What follows belongs to an exercise in optimizing a design on an open flow for small area, a short achievable clock period and few clock cycles; a production flow would make more cautious choices. RTL that was checked went through simulation tests only; none was proved equivalent to the original. Power and IR drop assume default switching activity.

==> flow/design.v <==
module mag_cmp2 (
    input  wire [30:0] a,
    input  wire [30:0] b,
    output wire [3:0]  p       
);
    assign p = {a[30:15] > b[30:15], a[30:15] < b[30:15],
                a[14:0]  > b[14:0],  a[14:0]  < b[14:0]};
endmodule
module fp_class (
    input  wire [31:0] x,
    output wire [2:0]  c
);
    assign c = {x[31], (x[30:23] == 8'hff) && (x[22:0] != 0), x[30:23] == 8'h00};
endmodule
module fp_gt_s2 (
    input  wire [3:0] p,
    input  wire [2:0] ca,
    input  wire [2:0] cb,
    output wire       a_gt_b,
    output wire       b_gt_a
);
    wire gh = p[3], lh = p[2], gl = p[1], ll = p[0];
    wire mg = gh || (!lh && gl);
    wire ml = lh || (!gh && ll);
    wire sa = ca[2], sb = cb[2];
    wire ok = !ca[1] && !cb[1] && !(ca[0] && cb[0]);
    assign a_gt_b = ok && ((!sa && sb) || (!sa && !sb && mg) || (sa && sb && ml));
    assign b_gt_a = ok && ((sa && !sb) || (!sa && !sb && ml) || (sa && sb && mg));
endmodule
module peak_finder_fp (
    input clk,
    input rst_n,
    output reg [12:0] bram_addr,
    input wire [31:0] bram_data,
    output reg [0:0]  web,
    output wire [6:0] addrb,
    output wire [44:0] dinb,
    input wire [31:0] threshold,
    input wire        start,
    output reg        done
);
    localparam T_NONE = 3'd0, T_BF = 3'd1, T_B1 = 3'd2, T_BM = 3'd3, T_BL = 3'd4,
               T_TS = 3'd5, T_TP = 3'd6, T_FIN = 3'd7;
    localparam S_IDLE = 3'd0, S_BASE = 3'd1, S_RR = 3'd2, S_RRT = 3'd3,
               S_REP = 3'd4, S_FINW = 3'd5;
    localparam D_NB = 2'd0, D_TS = 2'd1, D_LNB = 2'd2, D_BF = 2'd3;
    reg [2:0] st;
    reg [2:0] tA, tB, tC, tD;
    reg [2:0] bc;           
    reg [2:0] cd;           
    reg [1:0] dt;           
    reg [6:0] off;          
    reg [12:0] E;           
    reg [31:0] r1;          
    reg [3:0]  pw, pt;      
    reg [2:0]  cp;          
    reg [12:0] widx;
    reg [5:0]  cnt;         
    reg        cand;
    reg        SF;          
    reg [4:0]  S;           
    reg        lastc;       
    reg        PF, PL;      
    reg [4:0]  PS;
    assign addrb = {1'b0, cnt};
    assign dinb  = {widx, r1};
    wire [3:0] pw_n, pt_n;
    mag_cmp2 m1w (.a(bram_data[30:0]), .b(r1[30:0]),        .p(pw_n));
    mag_cmp2 m1t (.a(bram_data[30:0]), .b(threshold[30:0]), .p(pt_n));
    wire [2:0] cw, ct;
    fp_class kw (.x(r1), .c(cw));
    fp_class kt (.x(threshold), .c(ct));
    wire f_wr, f_rw, f_wt, f_tw;
    fp_gt_s2 c2w (.p(pw), .ca(cw), .cb(cp), .a_gt_b(f_wr), .b_gt_a(f_rw));
    fp_gt_s2 c2t (.p(pt), .ca(cw), .cb(ct), .a_gt_b(f_wt), .b_gt_a(f_tw));
    wire confirm = (tC == T_TS) || ((tD == T_TP) && f_wr);
    wire term    = confirm && (cnt == 6'd34);
    wire bl_issue = (st == S_BASE) && (bc == 3'd1);
    wire op_ok    = (dt == D_TS) ? !cd[0] :
                    (dt == D_NB || dt == D_LNB) ? !cd[1] : 1'b1;
    wire rr_go    = (st == S_RR) && op_ok;
    wire xfer     = (tD == T_BF);
    wire pg0      = (E == 13'd957);
    wire pg0_n    = bl_issue ? (bram_addr == 13'd956) : pg0;
    wire phantom  = (E == 13'd26);
    wire [4:0] PS_clr = {1'b0, PS[3] & PS[4], PS[2] & (|PS[4:3]),
                         PS[1] & (|PS[4:2]), PS[0] & (|PS[4:1])};
    function [8:0] desc(input f, input [4:0] s, input l, input g0);
        casez ({f, s, l})
            7'b1??????: desc = {D_NB, g0 ? -7'sd59 : -7'sd58};
            7'b01?????: desc = {D_TS, -7'sd58};
            7'b001????: desc = {D_TS, -7'sd57};
            7'b0001???: desc = {D_TS, -7'sd56};
            7'b00001??: desc = {D_TS, -7'sd55};
            7'b000001?: desc = {D_TS, -7'sd54};
            7'b0000001: desc = {D_LNB, -7'sd52};
            default:    desc = {D_BF, 7'sd49};
        endcase
    endfunction
    reg        PF_n, PL_n;
    reg [4:0]  PS_n;
    reg [1:0]  dt_n;
    reg [6:0]  off_n;
    always @(*) begin
        PF_n = PF; PS_n = PS; PL_n = PL;
        dt_n = dt; off_n = off;
        if (xfer) begin
            PF_n = SF; PS_n = S; PL_n = lastc;
            {dt_n, off_n} = desc(SF, S, lastc, pg0_n);
        end else if (rr_go) begin
            case (dt)
                D_NB: begin
                    PF_n = 1'b0;
                    dt_n = desc(1'b0, PS, PL, 1'b0) >> 7;
                    off_n = pg0 ? -7'sd58 : -7'sd57;
                end
                D_TS: begin
                    PS_n = PS_clr;
                    {dt_n, off_n} = desc(1'b0, PS_clr, PL, 1'b0);
                end
                D_LNB: begin
                    PL_n = 1'b0;
                    dt_n = D_BF;
                    off_n = -7'sd53;
                end
                default: ;
            endcase
        end else if (st == S_REP) begin
            {dt_n, off_n} = desc(1'b0, PS, PL, 1'b0);
        end
    end
    wire [12:0] rel_addr = E + {{6{off[6]}}, off};
    wire [12:0] inc_addr = bram_addr + 13'd1;
    always @(posedge clk) begin
        r1 <= bram_data;
        pw <= pw_n;
        pt <= pt_n;
        cp <= cw;
        PF <= PF_n;
        PS <= PS_n;
        PL <= PL_n;
        dt <= dt_n;
        off <= off_n;
        cd <= {1'b0, cd[2:1]};
        if (tA == T_TS || tB == T_TP) widx <= bram_addr;
        if (web) cnt <= cnt + 6'd1;
        case (tD)
            T_BF: begin
                S <= 5'd0;
                cand <= f_wt;
            end
            T_B1: begin
                SF <= cand & f_rw;
                cand <= f_wt & f_wr;
            end
            T_BM: begin
                S <= {S[3:0], cand & f_rw};
                cand <= f_wt & f_wr;
            end
            T_BL: begin
                S <= {S[3:0], cand & f_rw};
                lastc <= f_wt & f_wr;
            end
            default: ;
        endcase
        bram_addr <= (st == S_IDLE) ? 13'd899 : (st == S_BASE) ? inc_addr : rel_addr;
        case (st)
            S_IDLE: begin
                if (start) begin
                    bc <= 3'd5;
                    SF <= 1'b0; S <= 5'd0; lastc <= 1'b0;
                    cnt <= 6'd0;
                end
            end
            S_BASE: begin
                bc <= bc - 3'd1;
                if (bc == 3'd1) E <= inc_addr;
            end
            S_RR: begin
                if (op_ok) begin
                    case (dt)
                        D_TS: cd <= 3'b011;
                        D_BF: begin
                            if (!phantom) bc <= 3'd4;
                        end
                    endcase
                end
            end
            S_RRT: cd <= 3'b111;
            default: ;
        endcase
        if (!rst_n) begin
            st <= S_IDLE;
            tA <= T_NONE; tB <= T_NONE; tC <= T_NONE; tD <= T_NONE;
            web <= 1'b0;
            done <= 1'b0;
        end else begin
            if (st == S_IDLE) begin
                tB <= T_NONE;
                tC <= T_NONE;
                tD <= T_NONE;
            end else begin
                tB <= tA;
                tC <= tB;
                tD <= tC;
            end
            web <= confirm && (cnt != 6'd34);
            done <= ((st == S_FINW) && (tD == T_FIN)) || term;
            tA <= T_NONE;
            case (st)
                S_IDLE: begin
                    if (start) begin
                        tA <= T_BF;
                        st <= S_BASE;
                    end
                end
                S_BASE: begin
                    tA <= (bc == 3'd1) ? T_BL : (tA == T_BF) ? T_B1 : T_BM;
                    if (bc == 3'd1) st <= S_RR;
                end
                S_RR: begin
                    if (op_ok) begin
                        case (dt)
                            D_NB:  st <= S_RRT;
                            D_TS: tA <= T_TS;
                            D_LNB: st <= S_RRT;
                            default: begin
                                if (phantom) begin
                                    tA <= T_FIN;
                                    st <= S_FINW;
                                end else begin
                                    tA <= T_BF;
                                    st <= S_BASE;
                                end
                            end
                        endcase
                    end
                end
                S_RRT: begin
                    tA <= T_TP;
                    st <= S_REP;
                end
                S_REP: st <= S_RR;
                S_FINW: begin
                    if (tD == T_FIN) st <= S_IDLE;
                end
                default: st <= S_IDLE;
            endcase
            if (term) begin
                st <= S_IDLE;
                tA <= T_NONE;
            end
        end
    end
endmodule
clock: 5.0 ns
lec_check: 0
cap_margin: 20
core_margin: 2
core_utilization: 40
setup_slack_margin: 2.8
slew_margin: 20
standard.sh (not shown) runs the stock make flow with config.mk's settings and CLKGATE_MAP_FILE= SYNTH_SCRIPT=/design/flow/synth_recipe.tcl, a recipe that flattens the netlist after the stock synthesis.
==> flow/flow/run.sh <==
#!/bin/bash
# The standard layout (the standard.sh, standard synthesis unchanged), with
# the port buffers that placement inserts made of sky130_fd_sc_hd__buf_1
# instead of the resizer's default pick. Every port still gets its buffer.
set -euo pipefail
bash standard.sh "BUFFER_PORTS_ARGS=-buffer_cell sky130_fd_sc_hd__buf_1" finish > standard.log 2>&1
Testbench counts at the start, summed over its fixed seeds: cycles 20,406.
Then changed:
--- a/flow/design.v
+++ b/flow/design.v
@@ -47,14 +47,17 @@
     reg [2:0] st;
     reg [2:0] tA, tB, tC, tD;
     reg [2:0] bc;           
     reg [2:0] cd;           
+    reg       fb, m0, pg0;  
+    reg       last, phantom;
+    reg       rrt_last;
     reg [1:0] dt;           
     reg [6:0] off;          
     reg [12:0] E;           
     reg [31:0] r1;          
     reg [3:0]  pw, pt;      
-    reg [2:0]  cp;          
+    reg [2:0]  cp, ct;      
     reg [12:0] widx;
     reg [5:0]  cnt;         
     reg        cand;
     reg        SF;          
@@ -66,11 +69,11 @@
     assign dinb  = {widx, r1};
     wire [3:0] pw_n, pt_n;
     mag_cmp2 m1w (.a(bram_data[30:0]), .b(r1[30:0]),        .p(pw_n));
     mag_cmp2 m1t (.a(bram_data[30:0]), .b(threshold[30:0]), .p(pt_n));
-    wire [2:0] cw, ct;
+    wire [2:0] cw, ct_n;
     fp_class kw (.x(r1), .c(cw));
-    fp_class kt (.x(threshold), .c(ct));
+    fp_class kt (.x(threshold), .c(ct_n));
     wire f_wr, f_rw, f_wt, f_tw;
     fp_gt_s2 c2w (.p(pw), .ca(cw), .cb(cp), .a_gt_b(f_wr), .b_gt_a(f_rw));
     fp_gt_s2 c2t (.p(pt), .ca(cw), .cb(ct), .a_gt_b(f_wt), .b_gt_a(f_tw));
     wire confirm = (tC == T_TS) || ((tD == T_TP) && f_wr);
@@ -79,11 +82,9 @@
     wire op_ok    = (dt == D_TS) ? !cd[0] :
                     (dt == D_NB || dt == D_LNB) ? !cd[1] : 1'b1;
     wire rr_go    = (st == S_RR) && op_ok;
     wire xfer     = (tD == T_BF);
-    wire pg0      = (E == 13'd957);
-    wire pg0_n    = bl_issue ? (bram_addr == 13'd956) : pg0;
-    wire phantom  = (E == 13'd26);
+    wire pg0_n    = bl_issue ? m0 : pg0;
     wire [4:0] PS_clr = {1'b0, PS[3] & PS[4], PS[2] & (|PS[4:3]),
                          PS[1] & (|PS[4:2]), PS[0] & (|PS[4:1])};
     function [8:0] desc(input f, input [4:0] s, input l, input g0);
         casez ({f, s, l})
@@ -111,9 +112,9 @@
             case (dt)
                 D_NB: begin
                     PF_n = 1'b0;
                     dt_n = desc(1'b0, PS, PL, 1'b0) >> 7;
-                    off_n = pg0 ? -7'sd58 : -7'sd57;
+                    off_n = -7'sd53;
                 end
                 D_TS: begin
                     PS_n = PS_clr;
                     {dt_n, off_n} = desc(1'b0, PS_clr, PL, 1'b0);
@@ -124,9 +125,9 @@
                     off_n = -7'sd53;
                 end
                 default: ;
             endcase
-        end else if (st == S_REP) begin
+        end else if (st == S_RRT) begin
             {dt_n, off_n} = desc(1'b0, PS, PL, 1'b0);
         end
     end
     wire [12:0] rel_addr = E + {{6{off[6]}}, off};
@@ -135,11 +136,13 @@
         r1 <= bram_data;
         pw <= pw_n;
         pt <= pt_n;
         cp <= cw;
+        ct <= ct_n;
         PF <= PF_n;
         PS <= PS_n;
         PL <= PL_n;
+        pg0 <= pg0_n;
         dt <= dt_n;
         off <= off_n;
         cd <= {1'b0, cd[2:1]};
         if (tA == T_TS || tB == T_TP) widx <= bram_addr;
@@ -162,32 +165,58 @@
                 lastc <= f_wt & f_wr;
             end
             default: ;
         endcase
-        bram_addr <= (st == S_IDLE) ? 13'd899 : (st == S_BASE) ? inc_addr : rel_addr;
         case (st)
             S_IDLE: begin
                 if (start) begin
+                    bram_addr <= 13'd899;
                     bc <= 3'd5;
+                    fb <= 1'b1; m0 <= 1'b0;
+                    last <= 1'b0; phantom <= 1'b0;
                     SF <= 1'b0; S <= 5'd0; lastc <= 1'b0;
                     cnt <= 6'd0;
                 end
             end
             S_BASE: begin
+                bram_addr <= inc_addr;
                 bc <= bc - 3'd1;
-                if (bc == 3'd1) E <= inc_addr;
+                if (bc == 3'd1) begin
+                    E <= inc_addr;
+                    m0 <= fb;
+                    fb <= 1'b0;
+                    if (bram_addr == 13'd8164) last <= 1'b1;
+                end
             end
             S_RR: begin
                 if (op_ok) begin
                     case (dt)
-                        D_TS: cd <= 3'b011;
-                        D_BF: begin
-                            if (!phantom) bc <= 3'd4;
+                        D_NB: begin  
+                            bram_addr <= rel_addr;
+                            rrt_last <= 1'b0;
+                        end
+                        D_TS: begin
+                            bram_addr <= rel_addr;
+                            cd <= 3'b011;
+                        end
+                        D_LNB: begin  
+                            bram_addr <= rel_addr;
+                            rrt_last <= 1'b1;
+                        end
+                        default: begin
+                            if (!phantom) begin
+                                bram_addr <= rel_addr;
+                                bc <= 3'd4;
+                                if (last) phantom <= 1'b1;
+                            end
                         end
                     endcase
                 end
             end
-            S_RRT: cd <= 3'b111;
+            S_RRT: begin
+                bram_addr <= rrt_last ? rel_addr : inc_addr;
+                cd <= 3'b111;
+            end
             default: ;
         endcase
         if (!rst_n) begin
             st <= S_IDLE;
After rerunning: Critical path depth came out higher by 4; register-to-register slack is about the same; cell count came out higher by 3.3%; synthesized area came out higher by 5.8%; setup slack is better by 13 ps; wire length came out lower by 5.5%; power came out higher by 45%; via count came out lower by 1.7%; die area came out higher by 5.6%; synthesized cell count came out higher by 1.8%; combinational power came out higher to 3.8 times its value.
Function not checked in the second run of this note: the RTL went through the layout flow alone.

separate check: timing with driven ports:
In the flow no input, the clock included, has a driving cell. The finished layouts below were timed again as built, in two steps.
Step 1 sets driving cells, clkbuf_16 on the clock port and buf_2 on the other inputs (assumed; they add their load-dependent delay and slew).
Step 2 times the ports against the registers' clock, not the clock port: input delays grow and output delays shrink by t, the midpoint of the rising clock arrivals with the driver on.
Slacks: no drivers / after step 1 / after step 2; pairs: no drivers / after step 1.
run	t, ns	slack for setup (ns)	hold slack, ns
the first run	0.465	2.815 / 2.815 / 2.376	0.408 / 0.408 / 0.408
the second run	0.463	2.828 / 2.828 / 2.450	0.418 / 0.418 / 0.418
After both steps setup and hold are still met in every run listed. The setup slack of the first run, which loses most, moves by 0.000 ns with the drivers and by -0.439 ns with both steps.
